From an optimization exercise on the open Yosys and OpenROAD flow, aimed at small area, a short achievable clock period and few clock cycles per item; shortcuts taken in it are not production practice.
In this exercise RTL edits were held to simulation tests only and were not proved equivalent to the original.

==> try-cedar: inputs <==
Design INV, start of the top module:
module INV #(
    parameter DATA_W    = 32,
    parameter INT_BITS  = 8,
    parameter FRAC_BITS = 24,
    parameter N_ITER    = 3
)(
    input  wire                 clk,
    input  wire                 rstn,
    input  wire                 start,
    input  wire [DATA_W-1:0]    dd,      
    output wire [DATA_W-1:0]    q,       
    output reg                  done
);
    localparam [31:0] TWO = 32'h0200_0000;
    reg [2:0]  ph;      
    reg [31:0] d;       
    reg [31:0] x;       
    reg [31:0] a;       
    reg [15:0] b_one, b_two, b_neg;    
    reg        tstep;   
    wire [31:0] nb   = (ph == 3'd0) ? dd : (ph == 3'd2) ? d : x;
    wire        nneg = (ph == 3'd0) | (ph == 3'd2);
    wire [32:0] nbw  = {nb, 1'b0};
    wire [15:0] e_one, e_two, e_neg;
    genvar k;
    generate for (k = 0; k < 16; k = k + 1) begin : enc
        assign e_one[k] = nbw[2*k+1] ^ nbw[2*k];
        assign e_two[k] = (nbw[2*k+2] & ~nbw[2*k+1] & ~nbw[2*k]) |
                          (~nbw[2*k+2] & nbw[2*k+1] & nbw[2*k]);
        assign e_neg[k] = nbw[2*k+2] ^ nneg;
    end endgenerate
    wire m1 = ((b_one[0] & a[0]) | (b_two[0] & 1'b0)) ^ b_neg[0];
    wire m2 = ((b_one[0] & a[1]) | (b_two[0] & a[0])) ^ b_neg[0];
    wire m3 = ((b_one[0] & a[2]) | (b_two[0] & a[1])) ^ b_neg[0];
    wire m4 = ((b_one[0] & a[3]) | (b_two[0] & a[2])) ^ b_neg[0];
    wire m5 = ((b_one[0] & a[4]) | (b_two[0] & a[3])) ^ b_neg[0];
  ...
clock: 12.0 ns
lec_check: 0
abc_area: 1
cap_margin: 20
core_margin: 2
core_utilization: 40
slew_margin: 20
synth_hierarchical: 1
synth_minimum_keep_size: 0
setup_slack_margin: 6.5
standard.sh (not shown) runs the stock make flow with config.mk's settings and CLKGATE_MAP_FILE= SYNTH_SCRIPT=/design/flow/synth_recipe.tcl, a recipe that flattens the netlist after the stock synthesis.
==> flow/flow/run.sh <==
#!/bin/bash
set -e
cp standard.sh standard_sh_copy.log
cp config.mk config_orig_copy.log
cat >> config.mk <<'EOC'
export SETUP_SLACK_MARGIN = 6.5
EOC
bash standard.sh > standard_flow.log 2>&1
==> try-juniper (differences from try-cedar) <==
--- a/flow/design.v
+++ b/flow/design.v
@@ -10,18 +10,17 @@
     input  wire [DATA_W-1:0]    dd,      
     output wire [DATA_W-1:0]    q,       
     output reg                  done
 );
     localparam [31:0] TWO = 32'h0200_0000;
     reg [2:0]  ph;      
-    reg [31:0] d;       
     reg [31:0] x;       
     reg [31:0] a;       
     reg [15:0] b_one, b_two, b_neg;    
     reg        tstep;   
-    wire [31:0] nb   = (ph == 3'd0) ? dd : (ph == 3'd2) ? d : x;
+    wire [31:0] nb   = (ph == 3'd0) | (ph == 3'd2) ? dd : x;
     wire        nneg = (ph == 3'd0) | (ph == 3'd2);
     wire [32:0] nbw  = {nb, 1'b0};
     wire [15:0] e_one, e_two, e_neg;
     genvar k;
     generate for (k = 0; k < 16; k = k + 1) begin : enc
         assign e_one[k] = nbw[2*k+1] ^ nbw[2*k];
@@ -1559,13 +1558,13 @@
         b_one <= e_one;
         b_two <= e_two;
         b_neg <= e_neg;
         tstep <= nneg;
         a     <= (ph == 3'd0) ? TWO - dd : r;
         case (ph)
-            3'd0: begin d <= dd; x <= TWO - dd; end
+            3'd0: x <= TWO - dd;
             3'd2, 3'd4: x <= r;
             default: ;
         endcase
     end
 endmodule
 module FA (input a, input b, input c, output s, output co);
==> flow/run.sh (new file) <==
#!/bin/bash
# synth_recipe.tcl (not shown) runs the flow's synth.tcl, then flattens the netlist and writes it again
# the make line also repeats each setting of config.mk as NAME=value (left out here)
make -C /OpenROAD-flow-scripts/flow DESIGN_CONFIG=/design/flow/config.mk WORK_HOME=/design/flow/orfs CLKGATE_MAP_FILE= SYNTH_SCRIPT=/design/flow/synth_recipe.tcl finish
==> flow/config.mk (replaced) <==
export PLATFORM = sky130hd
export DESIGN_NAME = INV
export DESIGN_NICKNAME = INV
export VERILOG_FILES = /design/flow/design.v
export SDC_FILE = /design/flow/constraint.sdc
export NUM_CORES = 4
export LEC_CHECK = 0
export ABC_AREA = 1
export CAP_MARGIN = 20
export CORE_MARGIN = 2
export CORE_UTILIZATION = 60
export PLACE_DENSITY = 0.75
export SETUP_SLACK_MARGIN = 5
export SLEW_MARGIN = 20
export SYNTH_HIERARCHICAL = 1
export SYNTH_MINIMUM_KEEP_SIZE = 0
removed: flow/flow/run.sh
removed: flow/standard.sh
==> try-lagoon (differences from try-cedar) <==
--- a/flow/design.v
+++ b/flow/design.v
@@ -9,19 +9,19 @@
     input  wire                 start,
     input  wire [DATA_W-1:0]    dd,      
     output wire [DATA_W-1:0]    q,       
     output reg                  done
 );
     localparam [31:0] TWO = 32'h0200_0000;
+    localparam [31:0] ONE = 32'h0100_0000;
     reg [2:0]  ph;      
-    reg [31:0] d;       
-    reg [31:0] x;       
     reg [31:0] a;       
     reg [15:0] b_one, b_two, b_neg;    
     reg        tstep;   
-    wire [31:0] nb   = (ph == 3'd0) ? dd : (ph == 3'd2) ? d : x;
+    wire [31:0] nb   = (ph == 3'd0) | (ph == 3'd2) ? dd :
+                       (ph == 3'd4) | (ph == 3'd5) ? ONE : a;
     wire        nneg = (ph == 3'd0) | (ph == 3'd2);
     wire [32:0] nbw  = {nb, 1'b0};
     wire [15:0] e_one, e_two, e_neg;
     genvar k;
     generate for (k = 0; k < 16; k = k + 1) begin : enc
         assign e_one[k] = nbw[2*k+1] ^ nbw[2*k];
@@ -1538,13 +1538,13 @@
     wire m1507, m1508;
     FA u_m1507 (.a(m1284), .b(m1395), .c(m1394), .s(m1507), .co(m1508));
     wire [55:0] s0 = {m1507, m1505, m1503, m1501, m1499, m1497, m1495, m1493, m1491, m1489, m1487, m1485, m1483, m1481, m1479, m1477, m1475, m1473, m1471, m1469, m1467, m1465, m1463, m1461, m1459, m1457, m1455, m1453, m1451, m1449, m1447, m1445, m1443, m1441, m1439, m1437, m1435, m1433, m1431, m1429, m1427, m1425, m1423, m1421, m1419, m1417, m1415, m1413, m1411, m1409, m1407, m1405, m1403, m1401, m1399, tstep};
     wire [55:0] s1 = {m1506, m1504, m1502, m1500, m1498, m1496, m1494, m1492, m1490, m1488, m1486, m1484, m1482, m1480, m1478, m1476, m1474, m1472, m1470, m1468, m1466, m1464, m1462, m1460, m1458, m1456, m1454, m1452, m1450, m1448, m1446, m1444, m1442, m1440, m1438, m1436, m1434, m1432, m1430, m1428, m1426, m1424, m1422, m1420, m1418, m1416, m1414, m1412, m1410, m1408, m1406, m1404, m1402, m1400, m1398, m1397};
     wire [55:0] p  = s0 + s1;
     wire [31:0] r  = p[55:24];
-    assign q = x;
+    assign q = a;
     always @(posedge clk or negedge rstn) begin
         if (!rstn) begin
             ph   <= 3'd0;
             done <= 1'b0;
         end else begin
             case (ph)
@@ -1558,17 +1558,12 @@
     always @(posedge clk) begin
         b_one <= e_one;
         b_two <= e_two;
         b_neg <= e_neg;
         tstep <= nneg;
         a     <= (ph == 3'd0) ? TWO - dd : r;
-        case (ph)
-            3'd0: begin d <= dd; x <= TWO - dd; end
-            3'd2, 3'd4: x <= r;
-            default: ;
-        endcase
     end
 endmodule
 module FA (input a, input b, input c, output s, output co);
     assign s  = a ^ b ^ c;
     assign co = (a & b) | (a & c) | (b & c);
 endmodule
==> flow/flow/run.sh (replaced) <==
#!/bin/bash
set -euo pipefail
cat >> config.mk <<'EOC'
export SETUP_SLACK_MARGIN = 6.0
EOC
bash standard.sh > standard_flow.log 2>&1
==> flow/config.mk (replaced) <==
export PLATFORM = sky130hd
export DESIGN_NAME = INV
export DESIGN_NICKNAME = INV
export VERILOG_FILES = /design/flow/design.v
export SDC_FILE = /design/flow/constraint.sdc
export NUM_CORES = 4
export LEC_CHECK = 0
export CAP_MARGIN = 20
export CORE_MARGIN = 2
export CORE_UTILIZATION = 40
export SLEW_MARGIN = 20
export SYNTH_HIERARCHICAL = 1
export SYNTH_MINIMUM_KEEP_SIZE = 0
export SETUP_SLACK_MARGIN = 6.0
==> comparison table <==
|  | try-cedar | try-juniper | try-lagoon |
|---|---|---|---|
| Well Taps | 969 | 607 | 846 |
| Highest clock rate | 168.3 MHz | 144.1 MHz | 161.2 MHz |
| Least-Margin Pin Slew | 1.000 ns | 1.112 ns | 0.8146 ns |
| Detailed Route WL | 123,100 um | 114,900 um | 113,500 um |
| Mean Syn Cell Area | 8.254 sq um | 8.083 sq um | 9.448 sq um |
| Final-layout clock-cell area share | 1.637% | 1.863% | 0.9760% |
| Most frequent cell after synthesis | sky130_fd_sc_hd__nand2_1 | sky130_fd_sc_hd__nand2_1 | sky130_fd_sc_hd__xnor2_1 |
| Status | no timing/DRC/antenna violations | no timing/DRC/antenna violations | no timing/DRC/antenna violations |
| Simple-gate portion of the synthesized area | 14.02% | 14.54% | 6.359% |
| Compound-Gate Fraction of Synth Area | 13.73% | 13.46% | 21.45% |
| # H-tree levels | 4 | 4 | 3 |
| Startpoint of the most critical setup path | a[31] | b_one[5] | a[22] |
| GRT Util Overall | 32.04% | 46.68% | 33.70% |
| Number of flops mapped to enable cells by yosys | 64 | 32 | 0 |
| Die width | 277.2 um | 222.2 um | 256.4 um |
| Clock transition at the registers of the reported paths | 0.07 ns | 0.06 ns | 0.08 ns |
| Iteration count of the initial detailed-routing pass | 8 | 7 | 10 |
| Worst hold path endpoint | b_neg[15] | done | done |
| Headroom to the max-slew limit | 32.70% | 25.79% | 45.56% |
Testbench counts of try-cedar, summed over its fixed seeds: cycles 9,600, items 1,600.
Testbench counts of try-juniper, summed over its fixed seeds: cycles 9,600, items 1,600.
Testbench counts of try-lagoon, summed over its fixed seeds: cycles 9,600, items 1,600.

==> inputs of trial 80 <==
INV with an RTL version that a note above also has.
clock: 12.0 ns
lec_check: 0
cap_margin: 20
core_margin: 2
core_utilization: 40
place_density: 0.7
setup_slack_margin: 5
slew_margin: 20
synth_hierarchical: 1
synth_minimum_keep_size: 0
run.sh (not shown) runs the stock make flow with config.mk's settings and CLKGATE_MAP_FILE= SYNTH_SCRIPT=/design/flow/synth_recipe.tcl, a recipe that flattens the netlist after the stock synthesis.
Stock flow here: none of the scripts above is used.
==> build 9 (differences from trial 80) <==
Settings changed: CORE_UTILIZATION 40 to 30, PLACE_DENSITY 0.7 to not set.
==> build 74 (differences from trial 80) <==
==> flow/flow/run.sh (new file) <==
#!/bin/bash
set -euo pipefail
cat >> config.mk <<'EOC'
export SETUP_SLACK_MARGIN = 6.0
EOC
bash standard.sh > standard_flow.log 2>&1
==> flow/standard.sh (new file) <==
#!/bin/bash
# synth_recipe.tcl (not shown) runs the flow's synth.tcl, then flattens the netlist and writes it again
# the make line also repeats each setting of config.mk as NAME=value (left out here)
make -C /OpenROAD-flow-scripts/flow DESIGN_CONFIG=/design/flow/config.mk WORK_HOME=/design/flow/orfs CLKGATE_MAP_FILE= SYNTH_SCRIPT=/design/flow/synth_recipe.tcl "${@:-finish}"
Settings changed: ABC_AREA set to 1, PLACE_DENSITY 0.7 to not set, SETUP_SLACK_MARGIN 5 to 6.0.
removed: flow/run.sh
==> notes <==
- In build 74 the core utilization is higher than in trial 80, by 3.0 points.
- In build 74 the synthesized area is larger than in build 9, by about 7%.
- Between build 74 and build 9, the lower via count is in build 9 (gap about 17%, measured against build 9).
- In trial 80 the critical path depth is lower than in build 74, by 5.
- Between build 74 and build 9, the lower non-clock buffer count is in build 9 (gap 29).
Testbench counts of trial 80, summed over its fixed seeds: cycles 9,600, items 1,600.
Testbench counts of build 9, summed over its fixed seeds: cycles 9,600, items 1,600.
Testbench counts of build 74, summed over its fixed seeds: cycles 9,600, items 1,600.

==> inputs of build 60 <==
RTL: one of the versions met above, not the one the previous note started from.
make LEC_CHECK=0 ABC_AREA=1 CAP_MARGIN=20 CORE_MARGIN=2 CORE_UTILIZATION=40 SETUP_SLACK_MARGIN=5 SLEW_MARGIN=20 SYNTH_HIERARCHICAL=1 SYNTH_MINIMUM_KEEP_SIZE=0 finish   # period 12.0 ns
Stock flow here: none of the scripts above is used.
==> trial 14 (differences from build 60) <==
--- a/flow/design.v
+++ b/flow/design.v
@@ -7,23 +7,23 @@
     input  wire                 clk,
     input  wire                 rstn,
     input  wire                 start,
     input  wire [DATA_W-1:0]    dd,      
     output wire [DATA_W-1:0]    q,       
     output reg                  done
 );
     localparam [31:0] TWO = 32'h0200_0000;
+    localparam [31:0] ONE = 32'h0100_0000;
     reg [2:0]  ph;      
-    reg [31:0] d;       
-    reg [31:0] x;       
     reg [31:0] a;       
     reg [15:0] b_one, b_two, b_neg;    
     reg        tstep;   
-    wire [31:0] nb   = (ph == 3'd0) ? dd : (ph == 3'd2) ? d : x;
+    wire [31:0] nb   = (ph == 3'd0) | (ph == 3'd2) ? dd :
+                       (ph == 3'd4) | (ph == 3'd5) ? ONE : a;
     wire        nneg = (ph == 3'd0) | (ph == 3'd2);
     wire [32:0] nbw  = {nb, 1'b0};
     wire [15:0] e_one, e_two, e_neg;
     genvar k;
     generate for (k = 0; k < 16; k = k + 1) begin : enc
         assign e_one[k] = nbw[2*k+1] ^ nbw[2*k];
         assign e_two[k] = (nbw[2*k+2] & ~nbw[2*k+1] & ~nbw[2*k]) |
                           (~nbw[2*k+2] & nbw[2*k+1] & nbw[2*k]);
@@ -1536,17 +1536,17 @@
     wire m1505, m1506;
     FA u_m1505 (.a(m1280), .b(m1393), .c(m1392), .s(m1505), .co(m1506));
     wire m1507, m1508;
     FA u_m1507 (.a(m1284), .b(m1395), .c(m1394), .s(m1507), .co(m1508));
     wire [55:0] s0 = {m1507, m1505, m1503, m1501, m1499, m1497, m1495, m1493, m1491, m1489, m1487, m1485, m1483, m1481, m1479, m1477, m1475, m1473, m1471, m1469, m1467, m1465, m1463, m1461, m1459, m1457, m1455, m1453, m1451, m1449, m1447, m1445, m1443, m1441, m1439, m1437, m1435, m1433, m1431, m1429, m1427, m1425, m1423, m1421, m1419, m1417, m1415, m1413, m1411, m1409, m1407, m1405, m1403, m1401, m1399, tstep};
     wire [55:0] s1 = {m1506, m1504, m1502, m1500, m1498, m1496, m1494, m1492, m1490, m1488, m1486, m1484, m1482, m1480, m1478, m1476, m1474, m1472, m1470, m1468, m1466, m1464, m1462, m1460, m1458, m1456, m1454, m1452, m1450, m1448, m1446, m1444, m1442, m1440, m1438, m1436, m1434, m1432, m1430, m1428, m1426, m1424, m1422, m1420, m1418, m1416, m1414, m1412, m1410, m1408, m1406, m1404, m1402, m1400, m1398, m1397};
     wire [55:0] p  = s0 + s1;
     wire [31:0] r  = p[55:24];
-    assign q = x;
+    assign q = a;
     always @(posedge clk or negedge rstn) begin
         if (!rstn) begin
             ph   <= 3'd0;
             done <= 1'b0;
         end else begin
             case (ph)
                 3'd0: if (start) ph <= 3'd1;
                 3'd4: begin ph <= 3'd5; done <= 1'b1; end
@@ -1556,21 +1556,16 @@
         end
     end
     always @(posedge clk) begin
         b_one <= e_one;
         b_two <= e_two;
         b_neg <= e_neg;
         tstep <= nneg;
         a     <= (ph == 3'd0) ? TWO - dd : r;
-        case (ph)
-            3'd0: begin d <= dd; x <= TWO - dd; end
-            3'd2, 3'd4: x <= r;
-            default: ;
-        endcase
     end
 endmodule
 module FA (input a, input b, input c, output s, output co);
     assign s  = a ^ b ^ c;
     assign co = (a & b) | (a & c) | (b & c);
 endmodule
 module FAX (input a, input b, input c, output s, output co);
     wire t;
==> flow/flow/run.sh (new file) <==
#!/bin/bash
set -euo pipefail
cat >> config.mk <<'EOC'
export SETUP_SLACK_MARGIN = 5.6
EOC
bash standard.sh > standard_flow.log 2>&1
==> flow/standard.sh (new file) <==
#!/bin/bash
# synth_recipe.tcl (not shown) runs the flow's synth.tcl, then flattens the netlist and writes it again
# the make line also repeats each setting of config.mk as NAME=value (left out here)
make -C /OpenROAD-flow-scripts/flow DESIGN_CONFIG=/design/flow/config.mk WORK_HOME=/design/flow/orfs CLKGATE_MAP_FILE= SYNTH_SCRIPT=/design/flow/synth_recipe.tcl "${@:-finish}"
Settings changed: ABC_AREA 1 to default, SETUP_SLACK_MARGIN 5 to 5.6.
removed: flow/run.sh
==> comparison table <==
| metric | trial 14 | build 60 |
|---|---|---|
| Result of the run | no timing/DRC/antenna violations | no timing/DRC/antenna violations |
| Startpoint of the most critical hold path | a[31]$_DFF_P_ | d[0]$_DFFE_PP_ |
| Worst setup skew after layout | 0.0157 ns | 0.0158 ns |
| Detailed placer's ending HPWL | 66100 um | 80600 um |
| Count of cells resized by post-cts repair | 142 | 0 |
| Wire per inst | 31.2 um | 25.8 um |
| Wire length of the first global-routing pass | 156000 um | 175000 um |
| Vias in the first global route | 24.4k | 27.3k |
| Most used standard cell by instance count after synthesis | sky130_fd_sc_hd__xnor2_1 | sky130_fd_sc_hd__nand2_1 |
| Simple-gate portion of the synthesized area | 0.0636 | 0.140 |
| Per-cell via count in the routed design | 6.76 | 5.92 |
| Met2 Resource Use GR | 0.466 | 0.466 |
Testbench counts of build 60, summed over its fixed seeds: cycles 9,600, items 1,600.
Testbench counts of trial 14, summed over its fixed seeds: cycles 9,600, items 1,600.

[re-timing with driven ports]
The flow's constraints put no driver on any port. The routed layouts listed below were extracted and timed again, unchanged, in two steps. Step 1 (the two cells are an assumption about what drives the block):
set clk [get_ports {clk}]
set_driving_cell -lib_cell sky130_fd_sc_hd__clkbuf_16 $clk
set_driving_cell -lib_cell sky130_fd_sc_hd__buf_2 [delete_from_list [all_inputs] $clk]
Step 2 adds t to the input delays and takes it off the output delays; t is the mean of the earliest and latest rising clock arrival at the registers after step 1. Input paths then give back, and output paths get back, about the clock's delay inside the block. Slacks: ideal / step 1 / step 2; pairs: ideal / step 1.
run | t, ns | setup WS [ns] | worst hold slack (ns) | worst setup path after step 2 | clock arrival spread, ns
try-cedar | 0.508 | 6.060 / 6.060 / 6.060 | 0.515 / 0.515 / 0.515 | register to register | 0.026 / 0.026
try-juniper | 0.493 | 5.062 / 5.062 / 5.062 | 0.520 / 0.520 / 0.520 | register to register | 0.011 / 0.012
try-lagoon | 0.402 | 5.796 / 5.796 / 5.796 | 0.562 / 0.562 / 0.562 | register to register | 0.017 / 0.017
trial 80 | 0.396 | 5.144 / 5.144 / 5.144 | 0.487 / 0.487 / 0.487 | register to register | 0.009 / 0.009
build 9 | 0.394 | 5.179 / 5.179 / 5.179 | 0.514 / 0.514 / 0.514 | register to register | 0.013 / 0.012
build 74 | 0.413 | 6.007 / 6.007 / 6.007 | 0.517 / 0.517 / 0.517 | register to register | 0.015 / 0.015
build 60 | 0.506 | 5.164 / 5.164 / 5.164 | 0.495 / 0.495 / 0.495 | register to register | 0.016 / 0.016
trial 14 | 0.394 | 5.714 / 5.714 / 5.714 | 0.571 / 0.571 / 0.571 | register to register | 0.016 / 0.016
After both steps every run listed still meets setup and hold.
